From an optimization exercise on the open Yosys and OpenROAD flow, aimed at small area and a short achievable clock period; shortcuts taken in it are not production practice.
The RTL was checked by simulation tests, not by an equivalence proof against the original design.

### flow/config.mk
export PLATFORM = sky130hd
export DESIGN_NAME = vga_style_pipe
export DESIGN_NICKNAME = vga_style_pipe
export VERILOG_FILES = /design/flow/design.v
export SDC_FILE = /design/flow/constraint.sdc
export NUM_CORES = 4
export LEC_CHECK = 0
export CAP_MARGIN = 20
export CORE_MARGIN = 2
export CORE_UTILIZATION = 40
export PLACE_DENSITY = 0.6
export SLEW_MARGIN = 20
### flow/run.sh
#!/bin/bash
# synth_recipe.tcl (not shown) runs the flow's synth.tcl, then flattens the netlist and writes it again
# the make line also repeats each setting of config.mk as NAME=value (left out here)
make -C /OpenROAD-flow-scripts/flow DESIGN_CONFIG=/design/flow/config.mk WORK_HOME=/design/flow/orfs CLKGATE_MAP_FILE= SYNTH_SCRIPT=/design/flow/synth_recipe.tcl finish
### flow/constraint.sdc
create_clock -name core_clock -period 180.0 [get_ports {iCLK}]
set_input_delay 36.0000 -clock core_clock [delete_from_list [all_inputs] [get_ports {iCLK}]]
set_output_delay 36.0000 -clock core_clock [all_outputs]
set_load 0.01 [all_outputs]
### flow/design.v
module EdgeGray(
	input  [7:0] ig00, ig01, ig02, ig10, ig11, ig12, ig20, ig21, ig22,
	output [7:0] oEdgeGray
);
wire [7:0] t0 = (ig11>ig00) ? (ig11-ig00) : (ig00-ig11);
wire [7:0] t1 = (ig11>ig01) ? (ig11-ig01) : (ig01-ig11);
wire [7:0] t2 = (ig11>ig02) ? (ig11-ig02) : (ig02-ig11);
wire [7:0] t3 = (ig11>ig10) ? (ig11-ig10) : (ig10-ig11);
wire [7:0] t4 = (ig11>ig12) ? (ig11-ig12) : (ig12-ig11);
wire [7:0] t5 = (ig11>ig20) ? (ig11-ig20) : (ig20-ig11);
wire [7:0] t6 = (ig11>ig21) ? (ig11-ig21) : (ig21-ig11);
wire [7:0] t7 = (ig11>ig22) ? (ig11-ig22) : (ig22-ig11);
wire [10:0] sum = t0 + t1 + t2 + t3 + t4 + t5 + t6 + t7;
wire [9:0]  otmp = sum[10:1];
wire [7:0]  mid = otmp[7:0] - 8'd27;
assign oEdgeGray = (otmp > 10'd90) ? 8'd255 : (otmp < 10'd27) ? 8'd0 : {mid[5:0], 2'b00};
endmodule
module SobelEdgeGray(
	input  [7:0] ig00, ig01, ig02, ig10, ig11, ig12, ig20, ig21, ig22,
	output [7:0] oEdgeGray
);
wire [9:0]  t1 = ig02 + {ig12, 1'b0} + ig22;
wire [9:0]  t2 = ig00 + {ig10, 1'b0} + ig20;
wire [9:0]  t3 = ig20 + {ig21, 1'b0} + ig22;
wire [9:0]  t4 = ig00 + {ig01, 1'b0} + ig02;
wire [9:0]  Tx = (t1 >= t2) ? t1 - t2 : t2 - t1;
wire [9:0]  Ty = (t3 >= t4) ? t3 - t4 : t4 - t3;
wire [10:0] s  = Tx + Ty;
assign oEdgeGray = s[10:9] != 2'b00 ? 8'd255 : s[8:1];
endmodule
module GAUSSIAN(
	input  [7:0] ig00, ig01, ig02, ig10, ig11, ig12, ig20, ig21, ig22,
	output [7:0] oGrey
);
wire [9:0]  c = ig00 + ig02 + ig20 + ig22;
wire [9:0]  e = ig01 + ig10 + ig12 + ig21;
wire [11:0] sum = c + {e, 1'b0} + {ig11, 2'b00};
assign oGrey = sum[11:4];
endmodule
module RGB2HSI(
	input  [7:0] iR,
	input  [7:0] iG,
	input  [7:0] iB,
	output [8:0] Hue,
	output [7:0] Saturation,
	output [7:0] Intensity
);
wire [9:0] sum = iR + iG + iB;
assign Intensity = sum / 2'd3;
wire r_min = (iR <= iG) && (iR <= iB);
wire g_min = !r_min && (iG < iR) && (iG <= iB);
wire [7:0] mn = r_min ? iR : g_min ? iG : iB;
wire b_sel = (mn == iB);
wire r_sel = !b_sel && (mn == iR);
wire [7:0] a = b_sel ? iG : r_sel ? iB : iR;
wire [7:0] b = b_sel ? iR : r_sel ? iG : iB;
wire [7:0] dn = a - mn;
wire [8:0] den = {1'b0, a - mn} + {1'b0, b - mn};
wire [14:0] num = {dn, 7'd0} - {dn, 3'd0};
reg [9:0] hr;
reg [6:0] hq;
integer k;
always @(*) begin
	hr = {2'b00, num[14:7]};
	for (k = 6; k >= 0; k = k - 1) begin
		hr = {hr[8:0], num[k]};
		if (hr >= {1'b0, den}) begin
			hr = hr - {1'b0, den};
			hq[k] = 1'b1;
		end else
			hq[k] = 1'b0;
	end
end
wire all_eq = (iR == iG) && (iR == iB);
assign Hue = all_eq ? 9'd0 : {2'b00, hq} + (b_sel ? 9'd0 : r_sel ? 9'd120 : 9'd240);
wire [17:0] sn = mn * 10'd765;
reg [10:0] sr;
reg [7:0]  sq;
always @(*) begin
	sr = {1'b0, sn[17:8]};
	for (k = 7; k >= 0; k = k - 1) begin
		sr = {sr[9:0], sn[k]};
		if (sr >= {1'b0, sum}) begin
			sr = sr - {1'b0, sum};
			sq[k] = 1'b1;
		end else
			sq[k] = 1'b0;
	end
end
assign Saturation = (sum == 10'd0) ? 8'd0 : ~sq;
endmodule
module HSI2HSI_ALL(
	iH,
	iS,
	iI,
	sw_H,
	sw_H1,
	sw_H2,
	sw_H3,
	sw_S,
	sw_S1,
	sw_S2,
	sw_S3,
	sw_I,
	sw_I1,
	sw_I2,
	sw_I3,
	oH,
	oS,
	oI
);
input		[8:0]	iH;
input		[7:0]	iS;
input		[7:0]	iI;
input               sw_H;
input               sw_H1;
input               sw_H2;
input               sw_H3;
input               sw_S;
input               sw_S1;
input               sw_S2;
input               sw_S3;
input               sw_I;
input               sw_I1;
input               sw_I2;
input               sw_I3;
output      [8:0]   oH;
output      [7:0]   oS;
output      [7:0]   oI;
reg [9:0] oH_w;
reg [8:0] oS_w;
reg [8:0] oI_w;
localparam H_LEVEL1 = 10;
localparam H_LEVEL2 = 20;
localparam H_LEVEL3 = 30;
localparam H_LEVEL4 = 40;
assign oH = (oH_w > 360) ? 360 : oH_w[8:0]; 
assign oS = (oS_w > 255) ? 255 : oS_w[7:0];
assign oI = (oI_w > 255) ? 255 : oI_w[7:0];
wire [1:0]  hc = {sw_H2, sw_H3};
wire [5:0]  L  = sw_H1 ? (6'd10 + {hc, 3'b000} + {hc, 1'b0}) : (6'd40 - {hc, 3'b000} - {hc, 1'b0});
wire [10:0] t1 = {2'b00, iH} + {5'd0, L};
wire [10:0] t2 = {2'b00, iH} - {5'd0, L};
wire        t2n = t2[10];
wire        mid = (iH > 9'd60) && (iH <= 9'd240);
reg  [10:0] h_adj;
always @(*) begin
	if (!sw_H1) begin
		if (mid)            h_adj = (t1 > 11'd240) ? 11'd240 : t1;
		else if (t2n)       h_adj = t2 + 11'd360;
		else if ((iH > 9'd60) && (t2 < 11'd240)) h_adj = 11'd240;
		else                h_adj = t2;
	end else begin
		if (mid)            h_adj = (t2n || t2 < 11'd60) ? 11'd60 : t2;
		else if (t1 > 11'd360) h_adj = t1 - 11'd360;
		else if ((t1 > 11'd60) && (iH < 9'd240)) h_adj = 11'd60;
		else                h_adj = t1;
	end
end
always @(*) oH_w = sw_H ? h_adj[9:0] : {1'b0, iH};
always @(*) begin
	if(sw_S) begin
		if({sw_S1,sw_S2,sw_S3}==3'b000)begin
			oS_w = (iS<128) ? (iS >> 1) : (iS + (iS >> 1) - 128);
		end 
		else if({sw_S1,sw_S2,sw_S3}==3'b001)begin
			oS_w = (iS<128) ? (iS - (iS>>2) - (iS>>3)) : (iS + (iS >> 2) + (iS >> 3) - 96);
		end  
		else if({sw_S1,sw_S2,sw_S3}==3'b010)begin
			oS_w = (iS<128) ? (iS - (iS >> 2)) : (iS + (iS >> 2) - 64);
		end
		else if({sw_S1,sw_S2,sw_S3}==3'b011)begin
			oS_w = (iS<128) ? (iS - (iS >> 3)) : (iS + (iS >> 3) - 32);
		end  
		else if({sw_S1,sw_S2,sw_S3}==3'b100)begin
			oS_w = (iS>32 && iS<=128)?(iS + (iS >> 3) - 4) : (iS>128 && iS<224) ? (iS - (iS >> 3) + 28) : iS;
		end  
		else if({sw_S1,sw_S2,sw_S3}==3'b101)begin
			oS_w = (iS>32 && iS<=128)?(iS + (iS >> 2) - 8) : (iS>128 && iS<224) ? (iS - (iS >> 2) + 56) : iS;
		end  
		else if({sw_S1,sw_S2,sw_S3}==3'b110)begin
			oS_w = (iS>32 && iS<=128)?(iS + (iS >> 2) + (iS >> 3) - 12) : (iS>128 && iS<224) ? (iS - (iS >> 2) - (iS >> 3) + 84) : iS;
		end  
		else begin
			oS_w = (iS>32 && iS<=128)?(iS + (iS >> 1) - 16) : (iS>128 && iS<224) ? (iS - (iS >> 1) + 112) : iS;
		end  
	end  
	else begin
		oS_w = iS;
	end  
	if(sw_I) begin
		if({sw_I1,sw_I2,sw_I3}==3'b000)begin
			oI_w = (iI<64)?(iI+(iI>>1)):(iI>=64 && iI < 192)?((iI>>1)+64):(iI+(iI>>1)-128);
		end
		else if({sw_I1,sw_I2,sw_I3}==3'b001)begin
			oI_w = (iI<64)?(iI+(iI>>2)+(iI>>3)):(iI>=64 && iI < 192)?(iI-(iI>>2)-(iI>>3)+48):(iI+(iI>>2)+(iI>>3)-96);
		end
		else if({sw_I1,sw_I2,sw_I3}==3'b010)begin
			oI_w = (iI<64)?(iI+(iI>>2)):(iI>=64 && iI < 192)?(iI-(iI>>2)+32):(iI+(iI>>2)-64);
		end 
		else if({sw_I1,sw_I2,sw_I3}==3'b011)begin
			oI_w = (iI<64)?(iI+(iI>>3)):(iI>=64 && iI < 192)?(iI-(iI>>3)+16):(iI+(iI>>3)-32);
		end
		else if({sw_I1,sw_I2,sw_I3}==3'b100)begin
			oI_w = (iI<64)?(iI-(iI>>3)):(iI>=64 && iI < 192)?(iI+(iI>>3)-16):(iI-(iI>>3)+32);
		end
		else if({sw_I1,sw_I2,sw_I3}==3'b101)begin
			oI_w = (iI<64)?(iI-(iI>>2)):(iI>=64 && iI < 192)?(iI+(iI>>2)-32):(iI-(iI>>2)+64);
		end 
		else if({sw_I1,sw_I2,sw_I3}==3'b110)begin
			oI_w = (iI<64)?(iI-(iI>>2)-(iI>>3)):(iI>=64 && iI < 192)?(iI+(iI>>2)+(iI>>3)-48):(iI-(iI>>2)-(iI>>3)+96);
		end
		else begin
			oI_w = (iI<64)?((iI>>1)):(iI>=64 && iI < 192)?(iI+(iI>>1)-64):((iI>>1)+128);
		end  
	end  
	else begin
		oI_w = iI;
	end  
end
endmodule  
module HSI2RGB_A(
	input  [8:0]  iH,
	input  [7:0]  iS,
	input  [7:0]  iI,
	output [21:0] oP,      
	output [7:0]  oMin,
	output [8:0]  oIS2,    
	output [1:0]  oReg     
);
wire [15:0] IS = iI * iS;
wire [24:0] P  = IS * iH;
assign oP = P[24:3];
wire [15:0] q255 = (IS + {8'd0, IS[15:8]} + 16'd1) >> 8;
assign oMin = iI - q255[7:0];
wire [9:0] q85 = IS / 7'd85;
assign oIS2 = q85[8:0];
assign oReg = (iH < 9'd120) ? 2'd0 : (iH < 9'd240) ? 2'd1 : 2'd2;
endmodule
module HSI2RGB(
	input  [21:0] iP,
	input  [7:0]  iMin,
	input  [8:0]  iIS2,
	input  [1:0]  iReg,
	output [7:0]  Red,
	output [7:0]  Green,
	output [7:0]  Blue
);
reg [11:0] r;
reg [8:0]  q;
integer k;
always @(*) begin
	r = {2'b00, iP[21:12]};
	for (k = 11; k >= 0; k = k - 1) begin
		r = {r[10:0], iP[k]};
		if (r >= 12'd1275) begin
			r = r - 12'd1275;
			if (k < 9) q[k] = 1'b1;
		end else
			if (k < 9) q[k] = 1'b0;
	end
end
wire [8:0] m  = {1'b0, iMin};
wire [8:0] i2 = {iIS2[7:0], 1'b0};
wire [8:0] i3 = i2 + iIS2;
reg  [8:0] r2, g2, b2;
always @(*) begin
	case (iReg)
		2'd0: begin r2 = m + iIS2 - q; g2 = m + q;       b2 = m;            end
		2'd1: begin r2 = m;            g2 = m + i2 - q;  b2 = m + q - iIS2; end
		default: begin r2 = m + q - i2; g2 = m;          b2 = m + i3 - q;   end
	endcase
end
assign Red   = r2[8] ? 8'd255 : r2[7:0];
assign Green = g2[8] ? 8'd255 : g2[7:0];
assign Blue  = b2[8] ? 8'd255 : b2[7:0];
endmodule
module GAU_RGB(
	input  [7:0] iR, iG, iB,
	input  [7:0] gray,
	input        edg,
	output [7:0] oR, oG, oB
);
wire [9:0] sum   = iR + iG + iB;
wire [9:0] sum_g = gray + {gray, 1'b0};
wire       dn    = sum > sum_g;
wire [9:0] diff  = dn ? sum - sum_g : sum_g - sum;
wire [7:0] d     = diff / 2'd3;
wire [2:0] qR, qG, qB;
GAU_Q qr(.c(iR), .d(d), .dn(dn), .q(qR));
GAU_Q qg(.c(iG), .d(d), .dn(dn), .q(qG));
GAU_Q qb(.c(iB), .d(d), .dn(dn), .q(qB));
COLOR_QUAN cq(.qR(qR), .qG(qG), .qB(qB), .edg(edg), .oR(oR), .oG(oG), .oB(oB));
endmodule
module GAU_Q(
	input  [7:0] c,
	input  [7:0] d,
	input        dn,
	output [2:0] q
);
wire [9:0] t = dn ? {2'b00, c} - {2'b00, d} : {2'b00, c} + {2'b00, d};
wire       neg = t[9];
wire [8:0] u = t[8:0];
assign q = (!neg && u >= 9'd52) + (!neg && u >= 9'd84) + (!neg && u >= 9'd116) +
           (!neg && u >= 9'd128) + (!neg && u >= 9'd140) + (!neg && u >= 9'd172) +
           (!neg && u >= 9'd204);
endmodule
module Blend(
	input  [7:0] iR, iG, iB,
	input        iEdge,      
	output [7:0] oR, oG, oB
);
wire [9:0] sum = iR + iG + iB;
wire dark = sum < 10'd384;
function [7:0] bl(input [7:0] c, input e, input dk);
	bl = !e ? c : dk ? {1'b0, c[7:1]} : ({1'b0, c} + 9'd255) >> 1;
endfunction
assign oR = bl(iR, iEdge, dark);
assign oG = bl(iG, iEdge, dark);
assign oB = bl(iB, iEdge, dark);
endmodule
module COLOR_QUAN(
	input  [2:0] qR, qG, qB,
	input        edg,
	output [7:0] oR, oG, oB
);
function [7:0] lvl(input [2:0] q, input e);
	case ({e, q})
		4'b0000: lvl = 8'd32;  4'b0001: lvl = 8'd64;  4'b0010: lvl = 8'd96;  4'b0011: lvl = 8'd128;
		4'b0100: lvl = 8'd160; 4'b0101: lvl = 8'd192; 4'b0110: lvl = 8'd224; 4'b0111: lvl = 8'd255;
		4'b1000: lvl = 8'd8;   4'b1001: lvl = 8'd16;  4'b1010: lvl = 8'd24;  4'b1011: lvl = 8'd224;
		4'b1100: lvl = 8'd232; 4'b1101: lvl = 8'd240; 4'b1110: lvl = 8'd248; default: lvl = 8'd255;
	endcase
endfunction
assign oR = lvl(qR, edg);
assign oG = lvl(qG, edg);
assign oB = lvl(qB, edg);
endmodule
module Gray_Level(iRed, iGreen, iBlue, ogray);
    input  [7:0] iRed;
    input  [7:0] iGreen;
    input  [7:0] iBlue;
    output [7:0] ogray;
    wire   [9:0] s = iRed + iGreen + iBlue;
    wire   [9:0] q = s / 2'd3;
    assign ogray = q[7:0];
endmodule
module RGB2RGB_TEMP(
	input  [7:0] iR, iG, iB,
	input        sw_T, sw_T1, sw_T2, sw_T3,
	output [7:0] oR, oG, oB
);
wire [1:0] c = {sw_T2, sw_T3};
wire [2:0] n = sw_T1 ? {1'b0, c} + 3'd1 : 3'd4 - {1'b0, c};
wire [4:0] L = {2'b00, n} + {1'b0, n, 1'b0};
wire [5:0] L2 = {L, 1'b0};
function [7:0] sat_add(input [7:0] x, input [5:0] d);
	reg [8:0] s;
	begin s = {1'b0, x} + {3'b000, d}; sat_add = s[8] ? 8'd255 : s[7:0]; end
endfunction
function [7:0] sat_sub(input [7:0] x, input [5:0] d);
	reg [8:0] s;
	begin s = {1'b0, x} - {3'b000, d}; sat_sub = s[8] ? 8'd0 : s[7:0]; end
endfunction
assign oR = !sw_T ? iR : sw_T1 ? sat_add(iR, {1'b0, L}) : sat_sub(iR, {1'b0, L});
assign oG = !sw_T ? iG : sw_T1 ? sat_add(iG, {1'b0, L}) : sat_sub(iG, {1'b0, L});
assign oB = !sw_T ? iB : sw_T1 ? sat_sub(iB, L2) : sat_add(iB, L2);
endmodule
module vga_style_pipe(
	input             iCLK,
	input             iRST_N,
	input      [7:0]  iR,
	input      [7:0]  iG,
	input      [7:0]  iB,
	input      [7:0]  iW0,
	input      [7:0]  iW1,
	input      [7:0]  iW2,
	input      [7:0]  iW3,
	input      [7:0]  iW4,
	input      [7:0]  iW5,
	input      [7:0]  iW6,
	input      [7:0]  iW7,
	input      [7:0]  iW8,
	input      [2:0]  iSTYLE,
	input      [3:0]  iH_CTRL,
	input      [3:0]  iS_CTRL,
	input      [3:0]  iI_CTRL,
	input      [3:0]  iT_CTRL,
	input             iEdge,
	input             iPic,
	input      [7:0]  ikeypxl,
	input             ikey_valid,
	output reg [7:0]  oR,
	output reg [7:0]  oG,
	output reg [7:0]  oB
);
reg [7:0] p0_r, p0_g, p0_b;
reg [7:0] w0, w1, w2, w3, w4, w5, w6, w7, w8;
reg [2:0] sty0;
reg [3:0] hc0, sc0, ic0, tc0;
reg       edge0, pic0, kv0;
reg [7:0] kp0;
always @(posedge iCLK) begin
	p0_r <= iR; p0_g <= iG; p0_b <= iB;
	w0 <= iW0; w1 <= iW1; w2 <= iW2; w3 <= iW3; w4 <= iW4;
	w5 <= iW5; w6 <= iW6; w7 <= iW7; w8 <= iW8;
	sty0 <= iSTYLE; hc0 <= iH_CTRL; sc0 <= iS_CTRL; ic0 <= iI_CTRL; tc0 <= iT_CTRL;
	edge0 <= iEdge; pic0 <= iPic; kv0 <= ikey_valid; kp0 <= ikeypxl;
end
reg [6:0] vld;
always @(posedge iCLK or negedge iRST_N) begin
	if (!iRST_N) vld <= 7'd0;
	else         vld <= {vld[5:0], 1'b1};
end
wire [7:0] e1, e2, gau;
EdgeGray      edge_gray(.ig00(w0), .ig01(w1), .ig02(w2), .ig10(w3), .ig11(w4),
	.ig12(w5), .ig20(w6), .ig21(w7), .ig22(w8), .oEdgeGray(e1));
SobelEdgeGray sobel_edge_gray(.ig00(w0), .ig01(w1), .ig02(w2), .ig10(w3), .ig11(w4),
	.ig12(w5), .ig20(w6), .ig21(w7), .ig22(w8), .oEdgeGray(e2));
GAUSSIAN      gaus(.ig00(w0), .ig01(w1), .ig02(w2), .ig10(w3), .ig11(w4), .ig12(w5),
	.ig20(w6), .ig21(w7), .ig22(w8), .oGrey(gau));
wire [8:0] fsum = e1 + e2;
wire [7:0] feat = fsum[8] ? 8'd255 : fsum[7:0];
wire       feat_sat = fsum >= 9'd255;
wire [7:0] pic_r, pic_g, pic_b;
GAU_RGB gaus_rgb(.iR(p0_r), .iG(p0_g), .iB(p0_b), .gray(gau), .edg(feat_sat),
	.oR(pic_r), .oG(pic_g), .oB(pic_b));
wire [8:0] h_w;
wire [7:0] s_w, i_w;
RGB2HSI rgb2hsi(.iR(p0_r), .iG(p0_g), .iB(p0_b), .Hue(h_w), .Saturation(s_w), .Intensity(i_w));
wire [4:0] sel = {tc0[0], pic0, edge0, sty0[1:0]};
wire is_edge = (sel == 5'b00100);
wire is_pic  = (sel == 5'b01000);
wire fin_w   = kv0 | is_edge | is_pic;
wire hsi_w   = hc0[0] | sc0[0] | ic0[0];
wire [23:0] fin_val = kv0 ? {kp0, kp0, kp0} : is_edge ? ~{feat, feat, feat} : {pic_b, pic_g, pic_r};
wire [1:0] post_w = (sel == 5'b00001) ? 2'd1 : (sel == 5'b00010) ? 2'd2 :
                    (sel == 5'b10000) ? 2'd3 : 2'd0;
reg        fin1, hsi1, blend1;
reg [24:0] d1;
reg [3:0]  hc1, sc1, ic1;
reg [1:0]  post1;
reg [2:0]  tc1;
always @(posedge iCLK) begin
	fin1   <= fin_w;
	hsi1   <= hsi_w;
	d1     <= fin_w ? {1'b0, fin_val} : hsi_w ? {h_w, s_w, i_w} : {1'b0, p0_b, p0_g, p0_r};
	hc1    <= hc0; sc1 <= sc0; ic1 <= ic0;
	blend1 <= sty0[2] & (e1 == 8'd255);
	post1  <= post_w;
	tc1    <= tc0[3:1];
end
wire [8:0] h2;
wire [7:0] s2, i2;
HSI2HSI_ALL hsh(d1[24:16], d1[15:8], d1[7:0], hc1[0], hc1[1], hc1[2], hc1[3],
	sc1[0], sc1[1], sc1[2], sc1[3], ic1[0], ic1[1], ic1[2], ic1[3], h2, s2, i2);
wire [21:0] pp;
wire [7:0]  pmin;
wire [8:0]  pis2;
wire [1:0]  preg;
HSI2RGB_A hsi2rgb_a(.iH(h2), .iS(s2), .iI(i2), .oP(pp), .oMin(pmin), .oIS2(pis2), .oReg(preg));
reg        fin2, hsi2, blend2;
reg [40:0] d2;
reg [1:0]  post2;
reg [2:0]  tc2;
always @(posedge iCLK) begin
	fin2   <= fin1;
	hsi2   <= hsi1 & ~fin1;
	d2     <= (hsi1 & ~fin1) ? {pp, pmin, pis2, preg} : {17'd0, d1[23:0]};
	blend2 <= blend1;
	post2  <= post1;
	tc2    <= tc1;
end
wire [7:0] x_r, x_g, x_b;
HSI2RGB hsi2rgb(.iP(d2[40:19]), .iMin(d2[18:11]), .iIS2(d2[10:2]), .iReg(d2[1:0]),
	.Red(x_r), .Green(x_g), .Blue(x_b));
reg        fin3, blend3;
reg [23:0] d3;
reg [1:0]  post3;
reg [2:0]  tc3;
always @(posedge iCLK) begin
	fin3   <= fin2;
	d3     <= hsi2 ? {x_b, x_g, x_r} : d2[23:0];
	blend3 <= blend2;
	post3  <= post2;
	tc3    <= tc2;
end
wire [7:0] y_r, y_g, y_b;
Blend sharpener(.iR(d3[7:0]), .iG(d3[15:8]), .iB(d3[23:16]), .iEdge(blend3),
	.oR(y_r), .oG(y_g), .oB(y_b));
wire [7:0] gray;
Gray_Level gray_level(.iRed(y_r), .iGreen(y_g), .iBlue(y_b), .ogray(gray));
wire [7:0] t_r, t_g, t_b;
RGB2RGB_TEMP rgb_temp(.iR(y_r), .iG(y_g), .iB(y_b), .sw_T(1'b1), .sw_T1(tc3[0]),
	.sw_T2(tc3[1]), .sw_T3(tc3[2]), .oR(t_r), .oG(t_g), .oB(t_b));
reg [23:0] z;
always @(*) begin
	if (fin3)              z = d3;
	else case (post3)
		2'd1:    z = {gray, gray, gray};
		2'd2:    z = ~{y_b, y_g, y_r};
		2'd3:    z = {t_b, t_g, t_r};
		default: z = {y_b, y_g, y_r};
	endcase
end
reg [23:0] d4, d5, d6;
always @(posedge iCLK) begin
	d4 <= z;
	d5 <= d4;
	d6 <= d5;
end
always @(posedge iCLK or negedge iRST_N) begin
	if (!iRST_N) begin
		oR <= 8'd0;
		oG <= 8'd0;
		oB <= 8'd0;
	end else begin
		oR <= vld[6] ? d6[7:0]   : 8'd0;
		oG <= vld[6] ? d6[15:8]  : 8'd0;
		oB <= vld[6] ? d6[23:16] : 8'd0;
	end
end
endmodule
==> summary.txt <==
critical path data required time 144.00 ns; worst r2r dst d1[8]; routed wire length 204000 µm; Final min period 37.50 ns; worst flop-to-flop path startpoint p0_b[1]; EDFF count, synth 0; # DRC 0; # clock sinks 354; Register-to-Register Path Depth 131; Core ar. 169000 µm²; DR iter-0 viols 4508; nets@finish 10.3k; Area Overhead vs Synth 8.17%; Critical-path top delay cell clkdlybuf4s50_1; Buffers & Inverters on Critical Path 1; critical path arrival 1.50 ns; end of the worst hold path d6[14]; port buffer count 151; Top delay family on crit path buffers and inverters; Initial Util 0.403; routability cong. 0.929; vias per cell 5.62; slew margin rel. 0.183; Unique masters post-synth 135; chip height 417 µm; CP Max Fanout 1; layout cells sized above 1 0.0484; cts hold-fix bufs 0; Setup crit end kind output pin; first-pass GRT wire length 327000 µm; Synth Net Count 10.2k; Async SR Flop Fraction 0.0876; Ports 152; final setup vio count 0; clk slew on worst S/H paths 0.06 ns; Startpoint Class flop; Worst R2R Setup Slack 151.82 ns; first drt pass iteration count 8; CTS max path bufs 3; cell chain of the critical path clkdlybuf4s50_1; Worst-Margin Slew 1.22 ns; Layout fillers 17.0k; n_diodes 0; Post-CTS Resized 0; Main synth FF type dfxtp_1; GRT Util Overall 0.230; period utilization 0.208; CTS tree built; hold path depth 0; Finished Layout Cells 11.0k; Clock Latency Late Sink 0.71 ns; outcome no timing/DRC/antenna violations; die area 174000 µm²; Tightest Hold Check Type reg2reg; crit path kind reg2out; H-Tree Depth 2; crit-path max cell delay 0.53 ns; HP Start d5[14]; DR vias 61.9k; placed cells 10.9k; CTS Buf Count 44; largest net degree at the start of global routing 57; initial antenna violation count 1; Clock Skews 0.0964 ns; worst hold slack 0.323 ns; number of post-CTS setup repair buffers 0; most common cell after layout, fill and taps aside ha_1; DRT antenna net count 0; DP Wirelength 166000 µm; cells after synthesis 8736; setup repair after global routing missed its margin no; total gr overflow 0; Mapped Area 68300 µm²; CTS root buf clkbuf_16; sequential fraction of the synthesis area 0.106; Slew Viols, Final 0; dpl ws 143.15 ns; Achievable Freq 26.7 MHz; Yosys warnings 7; Syn Area/Cell 7.81 µm²; vias in the first global route 60.5k; WP depth 1; WL/cell 18.6 µm; Die Span X 417 µm; setup TNS 0 ns; # rows 151; register bit count reported by yosys 354; final hold viol count 0; max_cap viols 0; most frequent cells in the layout 991 x ha_1, 918 x inv_1, 777 x nor2_1, 758 x a21oi_1, 621 x nand2_1; Final WS setup 142.50 ns
synth_stat cells (34+ instances only):
| cell type | n | area, µm² |
|---|---|---|
| a211oi_1 | 151 | 1130 |
| a21o_1 | 240 | 1800 |
| a21oi_1 | 760 | 3800 |
| a221oi_1 | 38 | 333 |
| a31oi_1 | 76 | 475 |
| and2_1 | 103 | 644 |
| and3_1 | 34 | 213 |
| clkbuf_1 | 232 | 871 |
| dfxtp_1 | 323 | 6470 |
| fa_1 | 386 | 7730 |
| ha_1 | 991 | 12400 |
| inv_1 | 918 | 3450 |
| mux2_2 | 87 | 980 |
| mux2i_1 | 129 | 1290 |
| nand2_1 | 621 | 2330 |
| nand2b_1 | 110 | 688 |
| nand3_1 | 84 | 420 |
| nand4_1 | 78 | 488 |
| nor2_1 | 777 | 2920 |
| nor2b_1 | 132 | 826 |
| nor3_1 | 128 | 641 |
| nor4_1 | 38 | 238 |
| o211ai_1 | 71 | 533 |
| o21a_1 | 48 | 360 |
| o21ai_0 | 527 | 2640 |
| o21bai_1 | 168 | 1260 |
| o22ai_1 | 60 | 375 |
| xnor2_1 | 517 | 4530 |
| xor2_1 | 208 | 1820 |
routing by layer:
metal	wire, µm	up-vias	part of all wire	GRT usage
met4	7230	0	0.035	0.0793
li1	-	30597	-	-
met2	99000	1514	0.48	0.404
met3	8360	282	0.041	0.0205
met1	89700	29480	0.44	0.294
met5	0	-	0	0
how the worst max path moves through the flow:
stage	startpoint	endpoint	slack, ns
after floorplan	oB[0]	oB[0]	143.62
after global placement	oB[5]	oB[5]	143.17
after detailed placement	oR[3]	oR[3]	143.15
after CTS	oR[3]	oR[3]	142.42
after global routing	oR[3]	oR[3]	142.41
final	oB[7]	oB[7]	142.50
cell type report:
class	count	area (µm²)	area share
Clock buffer	55	1190	0.0162
Clock inverter	27	384	0.00520
Tap cell	2218	2780	0.0376
Multi-Input combinational cell	7164	56400	0.764
Sequential cell	354	7240	0.0981
Inverter	936	3510	0.0476
Timing Repair Buffer	253	2280	0.0308
cell families (layout without fill, tap and decap cells):
family / after synthesis / after routing / share of synthesized area
AOI/OAI and AO/OA: 2572 / 2572 / 0.245
and+or+nand+nor: 2251 / 2251 / 0.154
adders and majority gates: 1383 / 1383 / 0.296
buffers and inverters: 1218 / 1271 / 0.0681
xor gates and xnor gates: 730 / 730 / 0.0942
DFF: 354 / 354 / 0.106
muxes: 227 / 227 / 0.0361
other: 1 / 1 / 0.0000549
flip-flops by register name, indices dropped and copies added (netlist names), 24 cells and up:
signal,flops
d5,24
d6,24
d4,24
d2,41
d3,24
d1,25
stage by stage:
stage | utilization | area [µm²]
finish | 0.436 | 73800
global route | 0.436 | 73800
CTS | 0.436 | 73800
detailed placement | 0.426 | 72200
global placement | 0.426 | 72200
floorplan | - | 68300

[afterwards: timing with drivers on the ports]
How much do the figures lean on ideal ports? The routed layout below was timed once more, with nothing changed but the port constraints. Step 1: set_driving_cell puts a clkbuf_16 on iCLK and a buf_2 on each other input, an assumption about the parent block. Step 2 times the ports against the registers' clock, not the clock port: input delays grow and output delays shrink by t, the midpoint of the rising clock arrivals with the driver on. Slacks: ideal / step 1 / step 2; pairs: ideal / step 1.
shift t [ns]: 0.745
slack for setup (ns): 142.495 / 142.411 / 143.156
worst hold slack (ns): 0.323 / 0.323 / 0.323
clock arrival spread, ns: 0.103 / 0.104
cell pins on the clock port's net: 1
After both steps this run still meets setup and hold. The setup slack of this run moves by -0.084 ns with the drivers and by +0.661 ns with both steps.
